This design comes from an exercise in tuning for small area, a short achievable clock period and few clock cycles on the open sky130 flow, not from production work.
Function was checked by simulation only, so behaviour that the tests miss may differ from the original.

==> flow/design.v (outline; a module is shown in full before it is edited, if it fits) <==
// module M1: 756 lines
module M1 (
		input logic clk,
		input logic reset,
		input logic M1_start,
		input logic [15:0] SRAM_read_data,
		output logic [17:0] M1_SRAM_Address,
		output logic [15:0] M1_SRAM_write_data,
		output logic M1_Status,
		output logic M1_SRAM_we_n
);
  // ...
==> flow/run.sh <==
#!/bin/bash
# synth_recipe.tcl (not shown) runs the flow's synth.tcl, then flattens the netlist and writes it again
# the make line also repeats each setting of config.mk as NAME=value (left out here)
make -C /OpenROAD-flow-scripts/flow DESIGN_CONFIG=/design/flow/config.mk WORK_HOME=/design/flow/orfs CLKGATE_MAP_FILE= SYNTH_SCRIPT=/design/flow/synth_recipe.tcl finish
==> flow/config.mk <==
export PLATFORM = sky130hd
export DESIGN_NAME = M1
export DESIGN_NICKNAME = M1
export VERILOG_FILES = /design/flow/design.v
export SDC_FILE = /design/flow/constraint.sdc
export NUM_CORES = 4
export LEC_CHECK = 0
export CAP_MARGIN = 20
export CORE_MARGIN = 2
export CORE_UTILIZATION = 75
export CTS_CLUSTER_DIAMETER = 120
export CTS_CLUSTER_SIZE = 28
export SLEW_MARGIN = 20
==> flow/constraint.sdc <==
create_clock -name core_clock -period 13.0 [get_ports {clk}]
set_input_delay 2.6000 -clock core_clock [delete_from_list [all_inputs] [get_ports {clk}]]
set_output_delay 2.6000 -clock core_clock [all_outputs]
set_load 0.01 [all_outputs]
==> results.yml, run 1 <==
clock_tree:
  clkTransAtPathRegs_ns: 0.10
  cts_setup_buffers: 0
finish:
  mostFrequentLayoutCell: "inv_1"
  regMostFlops: "res"
  largest_class: "multi-input gates"
timing:
  fmax_mhz: 230
  report.final.slew_viol_count: 0
  finalHoldViolations: 0
  grt_setup_unrepaired: "false"
min_path:
  whs_path_depth: 0
synth:
  synth-seq-cells: 388
  synth_cell_types: 81
  syn_area_per_cell_um2: 11.3
  ys_seq_area_share_pct: 41.5
  syn-num-nets: 2638
detailed_routing:
  wl_per_cell_um: 19.4
  routed.top_layer: "met4"
global_routing:
  grt_max_degree: 68
critical_path:
  crit_top_cell: "o21bai_1"
  reg2reg_slack_ns: 8.66
  arrival_ns: 4.81
  slowest_delay_ns: 1.00
outcome:
  outcome: "complete, no violations"
Testbench counts, summed over its fixed seeds: cycles 1,165,026.
==> run 2, diff against run 1 <==
--- a/flow/config.mk
+++ b/flow/config.mk
@@ -10,4 +10,4 @@
 export CORE_UTILIZATION = 75
-export CTS_CLUSTER_DIAMETER = 120
-export CTS_CLUSTER_SIZE = 28
+export CTS_CLUSTER_DIAMETER = 100
+export CTS_CLUSTER_SIZE = 24
 export SLEW_MARGIN = 20
==> run 2 against run 1 <==
Effect of this change: fmax is 0.17% higher; highest routed layer unchanged; first-iteration DRC count is 2.6% higher; final area is 0.22% higher; critical path type unchanged; critical endpoint unchanged; register-to-register slack hardly changed; flip-flop and latch count stayed put; wire length is 0.72% higher; worst hold slack worse by 0.0023 ns; still clean on timing, DRC and antenna; critical path depth stayed put.
==> results.yml, run 2 <==
critical_path:
  cp_max_fo: 31
  path_class: "reg -> reg"
  path_cells: "clkinv_1, o21ai_0, inv_1, ha_1, nand4_1, o31a_1, o21bai_1, a21oi_1, o21bai_1, a21o_1, a211o_1, a31oi_1"
  slowest_stage: "dfrtp_1"
  arrival_ns: 4.80
  crit_cells: 12
  crit_top_cell: "o21bai_1"
  required_ns: 13.47
  slowest_delay_ns: 0.99
  worst_r2r_path_depth: 12
  critPathTopFamily: "compound AO/OA/AOI/OAI gates"
  crit_buf_inv: 2
  start_kind: "flop"
  end_kind: "flop"
die:
  start_util_pct: 76.1
  die_area_um2: 34400
  fp-row-count: 66
  core_um2: 32500
  die_w_um: 185
  io-pin-count: 55
  dieHeight_um: 185
detailed_routing:
  drtAntennaViolNets: 0
  wl_per_cell_um: 19.5
  drt-total-wl_um: 52500
  drc: 0
  drtIter0Drc: 1321
  vias_per_cell: 5.86
  vias: 15800
  drt-pass1-iter-count: 7
synth:
  yosys.area_share.simple_pct: 7.33
  synthMostInstantiatedCell: "inv_1"
  synth_top_area_share_pct: 29.9
  synth_top_family_by_area: "adder cells"
  syn_inst: 2185
  yosys.area_share.adder_pct: 28.4
  synth-edff-count: 246
  synth.area.mux_share_pct: 3.33
  synth_xor_xnor_area_share_pct: 3.37
  synth_compound_area_share_pct: 8.80
  syn-num-nets: 2638
  syn_area_per_cell_um2: 11.3
  ys_seq_area_share_pct: 41.5
  synth_area_leaders: "edfxtp_1, fa_1, ha_1"
  synth_area_um2: 24700
  synth-seq-cells: 388
  synth_cell_types: 81
  synthArstFlopShare_pct: 1.03
  synth_top_area_cell: "edfxtp_1"
  synth_ff_type: "edfxtp_1"
  yosys_warnings: 1
  synth_commonest_cells: "inv_1, edfxtp_1, ha_1"
clock_tree:
  cts_setup_buffers: 0
  cts_sinks: 388
  numCtsBuffers: 20
  postCtsResizedCells: 0
  clockBufferDepth: 3
  clkTransAtPathRegs_ns: 0.10
  ctsHoldBuffers: 0
  cts_tree: "built"
  clock_latency_ns: 0.54
  h-tree-depth: 1
  root_buffer: "clkbuf_16"
timing:
  fin_setup_tns_ns: 0
  min_period_over_period_pct: 33.4
  slew_headroom_pct: 35.2
  skew_ns: 0.0134
  setup_ws_ns: 8.66
  worst_pin_slew_ns: 0.972
  fmax_mhz: 231
  setup_viol: 0
  report.final.slew_viol_count: 0
  finalHoldViolations: 0
  period_minus_slack_ns: 4.34
  grt_setup_unrepaired: "false"
placed_design:
  port_buffers: 54
  place_ws_ns: 8.79
  placed_cell_area_um2: 25800
  gp_congestion: 0.927
  hpwl_um: 40800
  placedCellCount: 2657
global_routing:
  first_global_vias: 16000
  grt.overflow.total: 0
  grt_util_met1_pct: 41.2
  grt_max_degree: 68
  grt_pass1_wl_um: 83000
  busiest_layer: "met2"
  grt_use_met2_pct: 55.0
  grtUsageTotal_pct: 31.7
  antenna_found_initial: 0
  use_met3_pct: 3.46
finish:
  syn_to_final_growth_pct: 6.87
  final_layout_size_suffix_gt1_share_pct: 5.82
  fillers: 1987
  diodes: 0
  regMostFlops: "res"
  fin_cells: 2694
  design_area_um2: 26400
  multi_input_area_um2: 12700
  mostFrequentLayoutCell: "inv_1"
  reg_top3: "res: 67 flops, yt: 23 flops"
  largest_reg_flops: 67
  regArea_um2: 10300
  layout_common_cells: "inv_1, edfxtp_1, ha_1"
  finalNetCount: 2691
job:
  max-cap-violations: 0
outcome:
  outcome: "complete, no violations"
min_path:
  hold_path_class: "reg -> reg"
  whs_path_depth: 0
-- run 2: cell counts after synthesis --
No cell type changed its count.
-- run 2: kinds of logic (layout without fill, tap and decap cells) --
group           count (synthesis)  count (layout)
simple gates                  382             382
compound gates                337             337
buf+inv                       475             542
mux                            74              74
fa+ha+maj                     434             434
xor+xnor                       95              95
flops                         388             388
-- run 2: worst reg2reg max path, stage by stage (launching register included) --
cell and delay (ns):
dfrtp_1 0.99, clkinv_1 0.57, o21ai_0 0.77, inv_1 0.19
ha_1 0.35, nand4_1 0.12, o31a_1 0.18, o21bai_1 0.07
a21oi_1 0.22, o21bai_1 0.13, a21o_1 0.19, a211o_1 0.29
a31oi_1 0.19
-- run 2: cell type report --
class                           count  area share [%]
Multi-Input combinational cell   1322            48.1
Inverter                          438            6.23
Timing Repair Buffer               68            2.47
Tap cell                          442            2.10
Sequential cell                   388            38.8
Clock inverter                      3           0.114
Clock buffer                       33            2.16
-- run 2: worst paths after layout --
kind	slack, ns	to	from
worst min-delay path	0.39	ft[9]$_DFF_P_	pc[8]$_DFF_P_
min in group asynchronous	2.29	start_r$_DFF_PN0_	reset
worst max-delay path	8.66	M1_SRAM_Address[15]$_DFF_P_	run$_DFFE_PN0P_
worst max register to register	8.66	M1_SRAM_Address[15]$_DFF_P_	run$_DFFE_PN0P_
max in group asynchronous	10.50	done$_DFFE_PN0P_	reset
worst min register to register	0.39	ft[9]$_DFF_P_	pc[8]$_DFF_P_
-- run 2: metal layers --
metal | up-vias | wire (um)
met5 | - | 0
met4 | 0 | 2200
met3 | 131 | 2710
met2 | 493 | 26200
met1 | 7796 | 21400
li1 | 7372 | -
-- run 2: through the flow --
step	hold slack, ns	util (%)
after global routing	0.414	81.3
after CTS	0.394	81.3
final	0.394	81.3
after floorplan	0.364	-
after detailed placement	0.380	79.4
after global placement	0.376	79.4
==> run 3, diff against run 2 <==
--- a/flow/config.mk
+++ b/flow/config.mk
@@ -7,3 +7,3 @@
 export LEC_CHECK = 0
-export CAP_MARGIN = 20
+export CAP_MARGIN = 0
 export CORE_MARGIN = 2
@@ -12,2 +12,2 @@
 export CTS_CLUSTER_SIZE = 24
-export SLEW_MARGIN = 20
+export SLEW_MARGIN = 0
==> run 3 against run 2 <==
Effect of this change: count of clock-buffer cells in the layout unchanged; area after synthesis unchanged; global-route usage unchanged; first-iteration DRC count increased by 9.9%; synthesized cell count unchanged; clock skew decreased by 0.0012 ns; cell count about the same.
==> results.yml, run 3 <==
detailed_routing:
  drt-pass1-iter-count: 5
  drtIter0Drc: 1452
  vias: 15800
  vias_per_cell: 5.87
  drtAntennaViolNets: 0
  drc: 0
  wl_per_cell_um: 19.5
  drt-total-wl_um: 52400
clock_tree:
  root_buffer: "clkbuf_16"
  postCtsResizedCells: 0
  cts_sinks: 388
  clock_latency_ns: 0.54
  cts_tree: "built"
  clkTransAtPathRegs_ns: 0.09
  clockBufferDepth: 3
  ctsHoldBuffers: 0
  cts_setup_buffers: 0
  numCtsBuffers: 20
  h-tree-depth: 1
synth:
  yosys_warnings: 1
  syn_inst: 2185
  synth_ff_type: "edfxtp_1"
  synth_area_leaders: "edfxtp_1, fa_1, ha_1"
  synth_area_um2: 24700
  synth_top_area_cell: "edfxtp_1"
  synthArstFlopShare_pct: 1.03
  syn-num-nets: 2638
  synthMostInstantiatedCell: "inv_1"
  syn_area_per_cell_um2: 11.3
  synth_top_area_share_pct: 29.9
  synth_cell_types: 81
  synth-edff-count: 246
  synth-seq-cells: 388
  ys_seq_area_share_pct: 41.5
  synth_commonest_cells: "inv_1, edfxtp_1, ha_1"
critical_path:
  required_ns: 13.37
  arrival_ns: 4.71
  path_class: "reg -> reg"
  start_kind: "flop"
  cp_max_fo: 31
  path_cells: "clkinv_1, o21ai_0, inv_1, ha_1, nand4_1, o31a_1, o21bai_1, a21oi_1, o21bai_1, a21o_1, a211o_1, a31oi_1"
  crit_top_cell: "o21bai_1"
  slowest_delay_ns: 1.01
  slowest_stage: "dfrtp_1"
  end_kind: "flop"
finish:
  mostFrequentLayoutCell: "inv_1"
  regMostFlops: "res"
  final_layout_size_suffix_gt1_share_pct: 5.78
  finalNetCount: 2690
  diodes: 0
  largest_reg_flops: 67
  reg_top3: "res: 67 flops, yt: 23 flops"
  syn_to_final_growth_pct: 6.79
  layout_common_cells: "inv_1, edfxtp_1, ha_1"
die:
  die_w_um: 185
  start_util_pct: 76.1
  fp-row-count: 66
  core_um2: 32500
  io-pin-count: 55
  dieHeight_um: 185
  die_area_um2: 34400
global_routing:
  grt_pass1_wl_um: 83000
  grt.overflow.total: 0
  grt_util_met1_pct: 41.2
  use_met3_pct: 3.46
  first_global_vias: 16000
  antenna_found_initial: 0
  grt_use_met2_pct: 55.0
  busiest_layer: "met2"
  grtUsageTotal_pct: 31.7
  grt_max_degree: 68
timing:
  fin_setup_tns_ns: 0
  skew_ns: 0.0122
  report.final.slew_viol_count: 0
  finalHoldViolations: 0
  period_minus_slack_ns: 4.33
  worst_pin_slew_ns: 1.22
  grt_setup_unrepaired: "false"
  fmax_mhz: 231
  slew_headroom_pct: 18.1
  min_period_over_period_pct: 33.3
  worst_hold_slack_ns: 0.393
  setup_viol: 0
min_path:
  hold_path_class: "reg -> reg"
placed_design:
  hpwl_um: 40800
  port_buffers: 54
  gp_congestion: 0.927
job:
  max-cap-violations: 0
outcome:
  outcome: "complete, no violations"
## run 3: cell count changes in the layout (fill, tap and decap cells not counted)
cell,delta
nor2_4,-1
o21ai_1,-1
buf_8,-1
nor2_2,+1
o21ai_0,+1
## run 3: worst paths after layout
| kind | from | end | slack (ns) | depth (start not counted) |
|---|---|---|---|---|
| max | run$_DFFE_PN0P_ | M1_SRAM_Address[15]$_DFF_P_ | 8.67 | 12 |
| min | pc[8]$_DFF_P_ | ft[9]$_DFF_P_ | 0.39 | 0 |
| max in group asynchronous | reset | lead$_DFFE_PN0P_ | 10.50 | 1 |
| max reg2reg | run$_DFFE_PN0P_ | M1_SRAM_Address[15]$_DFF_P_ | 8.67 | 12 |
| min reg2reg | pc[8]$_DFF_P_ | ft[9]$_DFF_P_ | 0.39 | 0 |
| min in group asynchronous | reset | start_r$_DFF_PN0_ | 2.29 | 1 |
## run 3: cell type report
| class | instances | area, um^2 |
|---|---|---|
| clock buffers | 33 | 571 |
| clock inverters | 3 | 30.0 |
| fillers | 1988 | 6080 |
| inverters | 438 | 1640 |
| multi-input cells | 1322 | 12700 |
| flip-flops and latches | 388 | 10300 |
| well taps | 442 | 553 |
| repair buffers | 67 | 638 |
## run 3: kinds of logic after synthesis
kind of cell    count (synthesis)  share of synthesized area [%]
xor+xnor                       95                           3.37
flops                         388                           41.5
fa+ha+maj                     434                           28.4
simple gates                  382                           7.33
compound gates                337                           8.81
mux                            74                           3.33
buf+inv                       475                           7.29
## run 3: critical path: cells and delay by family (launching register included)
| kind | cells | cell delay, ns |
|---|---|---|
| AO/OA/AOI/OAI | 8 | 1.92 |
| adder cells (fa/ha/maj) | 1 | 0.36 |
| buffers and inverters | 2 | 0.74 |
| flip-flops | 1 | 1.01 |
| AND/OR/NAND/NOR | 1 | 0.12 |
## run 3: layer usage
layer,part of all wire [%],up-vias
li1,-,7370
met1,41,7782
met2,50,519
met3,5.3,145
met4,4.3,0
met5,0,-
## run 3: per-stage QoR
step	setup WS, ns	util [%]	instance area (um^2)	std cells
global placement	9.01	79.4	25800	2657
floorplan	8.46	-	24700	2185
finish	8.67	81.3	26400	2693
global route	8.32	81.3	26400	2693
CTS	8.76	81.3	26400	2693
detailed placement	8.79	79.4	25800	2657

[re-timing with driven ports]
No port has a modelled driver above. Below, the same layouts with a new extraction and two added sets of constraints. Step 1 sets driving cells, clkbuf_16 on the clock port and buf_2 on the other inputs (assumed; they add their load-dependent delay and slew). Step 2 also shifts input and output timing later by t, the mid clock arrival at the registers, as if the neighbouring blocks saw the same clock. Three values: ideal, step 1, step 2; two values: the first two.
run	t, ns	setup WS [ns]	worst slew at a driven data input, ns
run 1	0.587	8.657 / 8.657 / 8.657	0.04
run 2	0.593	8.664 / 8.664 / 8.664	0.04
run 3	0.590	8.665 / 8.665 / 8.665	0.04
After both steps every run listed still meets setup and hold.
